What follows belongs to an exercise in optimizing a design on an open flow for small area; a production flow would make more cautious choices. Only simulation tests tie the RTL to the original design; equivalence was not proved. Power and IR drop assume default switching activity. The clock port is modelled as an ideal driver; clocking choices that lean on that would not hold on a real chip.

==> flow/design.v <==
`default_nettype none
module cordic
( input  var        i_clk
, input  var        i_ld    
, input  var [ 4:0] i_it    
, input  var [15:0] i_ph    
, input  var [15:0] i_phf   
, output var [15:0] o_sin   
);
logic [15:0] qph;   
always_comb qph = i_ph[14] ? {~i_ph[13:0], 2'b11} : {i_ph[13:0], 2'b01};
logic [15:0] qphf;
always_comb qphf = i_phf[14] ? {~i_phf[13:0], 2'b11} : {i_phf[13:0], 2'b01};
logic [22:0] angle;
always_comb
  case (i_it)
    5'd1:  angle = 23'h25C80A;
    5'd2:  angle = 23'h13F670;
    5'd3:  angle = 23'h0A2223;
    5'd4:  angle = 23'h05161A;
    5'd5:  angle = 23'h028BAF;
    5'd6:  angle = 23'h0145EC;
    5'd7:  angle = 23'h00A2F8;
    5'd8:  angle = 23'h00517C;
    5'd9:  angle = 23'h0028BE;
    5'd10: angle = 23'h00145F;
    5'd11: angle = 23'h000A2F;
    5'd12: angle = 23'h000517;
    5'd13: angle = 23'h00028B;
    5'd14: angle = 23'h000145;
    5'd15: angle = 23'h0000A2;
    5'd16: angle = 23'h000051;
    5'd17: angle = 23'h000028;
    5'd18: angle = 23'h000014;
    5'd19: angle = 23'h00000A;
    default: angle = 23'h000000;
  endcase
logic [17:0] x, y;
logic [22:0] p;
logic        d;  
always_comb d = p[22];
logic [17:0] xs, ys;
always_comb begin
  xs = x >> i_it;
  ys = y >> i_it;
end
logic [17:0] x_n, y_n;
logic [22:0] p_n;
gw_add #(.W(18)) m_xadd (.i_a(x), .i_b(ys ^ {18{!d}}),    .i_c(!d), .o_s(x_n));
gw_add #(.W(18)) m_yadd (.i_a(y), .i_b(xs ^ {18{d}}),     .i_c(d),  .o_s(y_n));
gw_add #(.W(23)) m_padd (.i_a(p), .i_b(angle ^ {23{!d}}), .i_c(!d), .o_s(p_n));
always_ff @(posedge i_clk)
  if (i_ld) begin
    x <= qph[15] ? 18'd0 : {16'hDBD9, 2'b00};
    y <= qph[15] ? {16'hDBD9, 2'b00} : 18'd0;
    p <= {qph, 7'd0};
  end else begin
    x <= x_n;
    y <= y_n;
    p <= p_n;
  end
always_comb
  if (qphf > 16'd65508)   o_sin = 16'hFFFE;
  else if (qphf < 16'd32) o_sin = qphf + (qphf >> 1);
  else                    o_sin = y[17:2];
endmodule
`default_nettype none
module saw2sin
( input  var [15:0] i_saw
, input  var [15:0] i_qsin
, output var [15:0] o_sin
, output var        o_c
);
logic invert;
always_comb invert = i_saw[15];
logic reverse;
always_comb reverse = i_saw[14];
always_comb o_sin = {invert, i_qsin[15:1] ^ {15{invert}}};
always_comb o_c   = reverse ? (!invert && i_qsin[0]) : invert;
endmodule
`default_nettype none
module genWave
( input  var        i_clk48     
, input  var        i_rst48_n   
, input  var        i_pause     
, input  var [ 4:0] i_osc_sel   
, input  var [23:0] i_t_freq    
, input  var        i_tf_valid  
, input  var [ 7:0] i_wav_sel   
, input  var        i_ws_valid  
, output var [15:0] o_sample    
, output var        o_pulse     
);
logic [5:0] slot;
logic [4:0] cyc;
logic       slot_end;
always_comb slot_end = (slot == 6'd47) ? (cyc == 5'd12) : (cyc == 5'd20);
always_ff @(posedge i_clk48)
  if (!i_rst48_n) begin
    slot <= 6'd47;
    cyc  <= 5'd12;
  end else if (slot_end) begin
    slot <= (slot == 6'd47) ? 6'd0 : slot + 6'd1;
    cyc  <= 5'd0;
  end else begin
    cyc  <= cyc + 5'd1;
  end
logic sweep;       
logic pulse;
logic vis;         
logic fin;         
always_comb begin
  sweep = !slot[5];
  pulse = (slot == 6'd0) && (cyc == 5'd0);
  vis   = sweep && (cyc == 5'd0);
  fin   = sweep && (cyc == 5'd20);
end
always_comb o_pulse = pulse;
logic fp;  
always_ff @(posedge i_clk48)
  if (!i_rst48_n)                  fp <= 1'b1;
  else if (fin && slot == 6'd31)   fp <= 1'b0;
logic [4:0] rot;
always_ff @(posedge i_clk48) rot <= rot + 5'd1;
logic [14:0] st_in;
gw_step m_step
( .i_f  (i_t_freq)
, .o_st (st_in)
);
logic [1:0] w_in;
always_comb w_in = (i_wav_sel[7:2] == 6'd0) ? i_wav_sel[1:0] : 2'd0;
logic [4:0] wpos;  
always_comb wpos = i_osc_sel + rot;
logic [15:0] ph_r [0:31];
logic [14:0] st_r [0:31];
logic [ 1:0] w_r  [0:31];
logic [15:0] ph_new;   
for (genvar p = 0; p < 32; p++) begin: l_ring
  localparam int Q = (p + 31) % 32;
  logic wst, wws;
  always_comb begin
    wst = i_tf_valid && (wpos == 5'(p));
    wws = i_ws_valid && (wpos == 5'(p));
  end
  if (p == 1) begin: l_upd
    always_ff @(posedge i_clk48) ph_r[p] <= ph_new;
  end else begin: l_shift
    always_ff @(posedge i_clk48) ph_r[p] <= ph_r[Q];
  end
  if (p % 2 == 0) begin: l_even
    always_ff @(posedge i_clk48) begin
      st_r[p] <= ~(wst ? ~st_in : st_r[Q]);
      w_r[p]  <= ~(wws ? ~w_in  : w_r[Q]);
    end
  end else begin: l_odd
    always_ff @(posedge i_clk48) begin
      st_r[p] <= ~(wst ? st_in : st_r[Q]);
      w_r[p]  <= ~(wws ? w_in  : w_r[Q]);
    end
  end
end
logic [15:0] ph0;
logic [14:0] st0;
always_comb begin
  ph0 = ph_r[0];
  st0 = st_r[0];
end
logic st_zero, do_add, do_half;
always_comb begin
  st_zero = (st0 == 15'd0);
  do_add  = vis && !st_zero && !i_pause;
  do_half = vis && st_zero;
end
logic [15:0] ph_sum;
gw_add #(.W(16)) m_phadd
( .i_a  (ph0)
, .i_b  ({1'b0, st0 & {15{do_add}}})
, .i_c  (1'b0)
, .o_s  (ph_sum)
);
always_comb
  if (vis && fp)    ph_new = 16'd0;
  else if (do_half) ph_new = {ph0[15], ph0[15:1]};
  else              ph_new = ph_sum;
logic [15:0] ph;
logic [ 1:0] w;
always_comb begin
  ph = ph_r[20];  
  w  = w_r[20];
end
logic [15:0] qsin;
cordic m_cordic
( .i_clk (i_clk48)
, .i_ld  (cyc == 5'd0)
, .i_it  (cyc)
, .i_ph  (ph_new)
, .i_phf (ph)
, .o_sin (qsin)
);
logic [15:0] sine;   
logic        sine_c;
saw2sin m_saw2sin
( .i_saw  (ph)
, .i_qsin (qsin)
, .o_sin  (sine)
, .o_c    (sine_c)
);
logic [15:0] sample;
logic        sample_c;
always_comb begin
  sample_c = 1'b0;
  case (w)
    2'd0: sample = ph;
    2'd1: sample = {~ph[15], {15{ph[15]}}};
    2'd2: sample = ph[15] ? {ph[14], ~ph[13:0], 1'b1} : {~ph[14], ph[13:0], 1'b0};
    default: begin
      sample   = sine;
      sample_c = sine_c;
    end
  endcase
end
logic [20:0] acc;
logic [ 5:0] m;  
logic        shift;
always_comb shift = slot[5] && (m != 6'd0);
logic [15:0] addend;
always_comb addend = sample & {16{fin}};
logic [20:0] acc_in, acc_sum;
always_comb acc_in = shift ? {acc[20], acc[20:1]} : acc;
gw_add #(.W(21)) m_accadd
( .i_a  (acc_in)
, .i_b  ({{5{addend[15]}}, addend})
, .i_c  (fin && sample_c)
, .o_s  (acc_sum)
);
always_ff @(posedge i_clk48)
  if (pulse) begin
    acc <= 21'd0;
    m   <= 6'h3F;
  end else begin
    acc <= acc_sum;
    if (fin)        m <= m + {5'd0, (ph != 16'd0)};
    else if (shift) m <= {1'b0, m[5:1]};
  end
always_comb o_sample = acc[15:0];
endmodule
module gw_add #(parameter int W = 8)
( input  var [W-1:0] i_a
, input  var [W-1:0] i_b
, input  var         i_c
, output var [W-1:0] o_s
);
logic [W:0] c;
always_comb c[0] = i_c;
for (genvar i = 0; i < W; i++) begin: l_bit
  always_comb begin
    o_s[i]  = i_a[i] ^ i_b[i] ^ c[i];
    c[i+1]  = (i_a[i] & i_b[i]) | (i_a[i] & c[i]) | (i_b[i] & c[i]);
  end
end
endmodule
module gw_step
( input  var [23:0] i_f
, output var [14:0] o_st
);
logic [23:0] t0, t1, t2, t3, t4;
always_comb begin
  t0 = {i_f[14:0], 9'd0};
  t1 = {i_f[16:0], 7'd0};
  t2 = {i_f[17:0], 6'd0};
  t3 = ~{i_f[21:0], 2'd0};
  t4 = ~i_f;
end
logic [23:0] s0, c0, s1, c1, s2, c2;
always_comb begin
  s0 = t0 ^ t1 ^ t2;
  c0 = {((t0[22:0] & t1[22:0]) | (t0[22:0] & t2[22:0]) | (t1[22:0] & t2[22:0])), 1'b0} | 24'd2;
  s1 = s0 ^ c0 ^ t3;
  c1 = {((s0[22:0] & c0[22:0]) | (s0[22:0] & t3[22:0]) | (c0[22:0] & t3[22:0])), 1'b0};
  s2 = s1 ^ c1 ^ t4;
  c2 = {((s1[22:0] & c1[22:0]) | (s1[22:0] & t4[22:0]) | (c1[22:0] & t4[22:0])), 1'b0};
end
logic [23:0] prod;
gw_add #(.W(24)) m_add
( .i_a (s2)
, .i_b (c2)
, .i_c (1'b0)
, .o_s (prod)
);
always_comb o_st = prod[23:9];
endmodule
Settings: LEC_CHECK=0, ABC_AREA=1, CAP_MARGIN=20, CORE_MARGIN=2, CORE_UTILIZATION=70, CTS_BUF_LIST=sky130_fd_sc_hd__clkbuf_4 sky130_fd_sc_hd__clkbuf_8, CTS_CLUSTER_DIAMETER=60, CTS_CLUSTER_SIZE=20, PLACE_DENSITY=0.78, SLEW_MARGIN=20; clock period 20.8 ns.
run.sh (not shown) runs the stock make flow with config.mk's settings and CLKGATE_MAP_FILE= SYNTH_SCRIPT=/design/flow/synth_recipe.tcl, a recipe that flattens the netlist after the stock synthesis.
Change:
CTS_BUF_LIST = sky130_fd_sc_hd__clkbuf_8   (was sky130_fd_sc_hd__clkbuf_4 sky130_fd_sc_hd__clkbuf_8)
CTS_CLUSTER_DIAMETER = unset   (was 60)
CTS_CLUSTER_SIZE = unset   (was 20)
=> Via count came out higher by a few percent. Clock power grows by well over a third. Worst setup slack is worse by 24 ps. Synthesized cell count stays the same. Cell count rises by a few percent. Critical path depth is unchanged. Register-to-register slack is worse by 30 ps.
Change:
==> flow/flow/run.sh (new file) <==
#!/bin/bash
# The standard layout (standard.sh), changed in three ways:
#  - synthesis maps the logic with ABC's area mapper (amap, flow/abc_area.script),
#    which turns the ring shift registers' write selects into one o22ai per bit;
#  - clock tree synthesis inserts no dummy loads;
#  - the ports are buffered with the smallest buffer.
# Registers, their names and their cell types are those of the standard synthesis:
# only the combinational mapping differs.
set -euo pipefail
WORK=$(pwd)
rm -rf "$WORK/scripts"
cp -r "$FLOW_HOME/scripts" "$WORK/scripts"
cp "$WORK/flow/abc_area.script" "$WORK/scripts/abc_area.script"
export SCRIPTS_DIR="$WORK/scripts"
export CTS_ARGS="-sink_clustering_enable -repair_clock_nets -sink_clustering_size 30 -sink_clustering_max_diameter 100 -buf_list sky130_fd_sc_hd__clkbuf_16 -dont_use_dummy_load"
export BUFFER_PORTS_ARGS="-buffer_cell sky130_fd_sc_hd__buf_1"
bash standard.sh synth > "$WORK/synth.log" 2>&1
bash standard.sh > "$WORK/layout.log" 2>&1
==> flow/flow/abc_area.script (new file) <==
strash
dch
amap
==> flow/standard.sh (new file) <==
#!/bin/bash
# synth_recipe.tcl (not shown) runs the flow's synth.tcl, then flattens the netlist and writes it again
# the make line also repeats each setting of config.mk as NAME=value (left out here)
make -C /OpenROAD-flow-scripts/flow DESIGN_CONFIG=/design/flow/config.mk WORK_HOME=/design/flow/orfs CLKGATE_MAP_FILE= SYNTH_SCRIPT=/design/flow/synth_recipe.tcl "${@:-finish}"
CTS_BUF_LIST = sky130_fd_sc_hd__clkbuf_16   (was sky130_fd_sc_hd__clkbuf_8)
CTS_CLUSTER_DIAMETER = 100   (was unset)
CTS_CLUSTER_SIZE = 30   (was unset)
removed: flow/run.sh
Worst setup slack loses 800 ps.
Utilization drops by 2.8 points.
Count of clock-buffer cells in the layout drops by 151.
Change:
==> flow/run.sh (new file) <==
#!/bin/bash
# synth_recipe.tcl (not shown) runs the flow's synth.tcl, then flattens the netlist and writes it again
# the make line also repeats each setting of config.mk as NAME=value (left out here)
make -C /OpenROAD-flow-scripts/flow DESIGN_CONFIG=/design/flow/config.mk WORK_HOME=/design/flow/orfs CLKGATE_MAP_FILE= SYNTH_SCRIPT=/design/flow/synth_recipe.tcl finish
removed: flow/flow/run.sh
removed: flow/flow/abc_area.script
removed: flow/standard.sh
After rerunning: The changed run completed without violations; wire length decreases by 4.5%; cell area increases by 6.4%; power decreases by 1.6%; critical path depth decreases by 1; global-route usage decreases by 3.8 points; maximum frequency increases by 5.6%; synthesized cell count increases by 30%; worst setup slack improves by 750 ps; clock-buffer cell count increases by 2; sequential power is about the same.

-- port drivers added, routing unchanged --
No port has a modelled driver above. Below, the same layouts with a new extraction and two added sets of constraints. Step 1: set_driving_cell puts a clkbuf_16 on i_clk48 and a buf_2 on each other input, an assumption about the parent block. Step 2 adds t to the input delays and takes it off the output delays; t is the mean of the earliest and latest rising clock arrival at the registers after step 1. Input paths then give back, and output paths get back, about the clock's delay inside the block. Three values: no drivers, after step 1, after step 2; two values: the first two.
run | t (ns) | setup slack, ns | worst setup path at the end | worst data-port slew with drivers (ns)
the first run | 0.764 | 7.505 / 7.524 / 6.760 | input to register | 0.14
the second run | 0.854 | 7.480 / 7.500 / 6.646 | input to register | 0.14
the third run | 0.649 | 6.684 / 6.724 / 6.074 | input to register | 0.07
the fourth run | 0.679 | 7.431 / 7.461 / 6.782 | input to register | 0.13
After both steps every run listed still meets setup and hold. For the second run, which loses most, drivers alone change the setup slack by +0.020 ns; drivers and shift together by -0.834 ns.
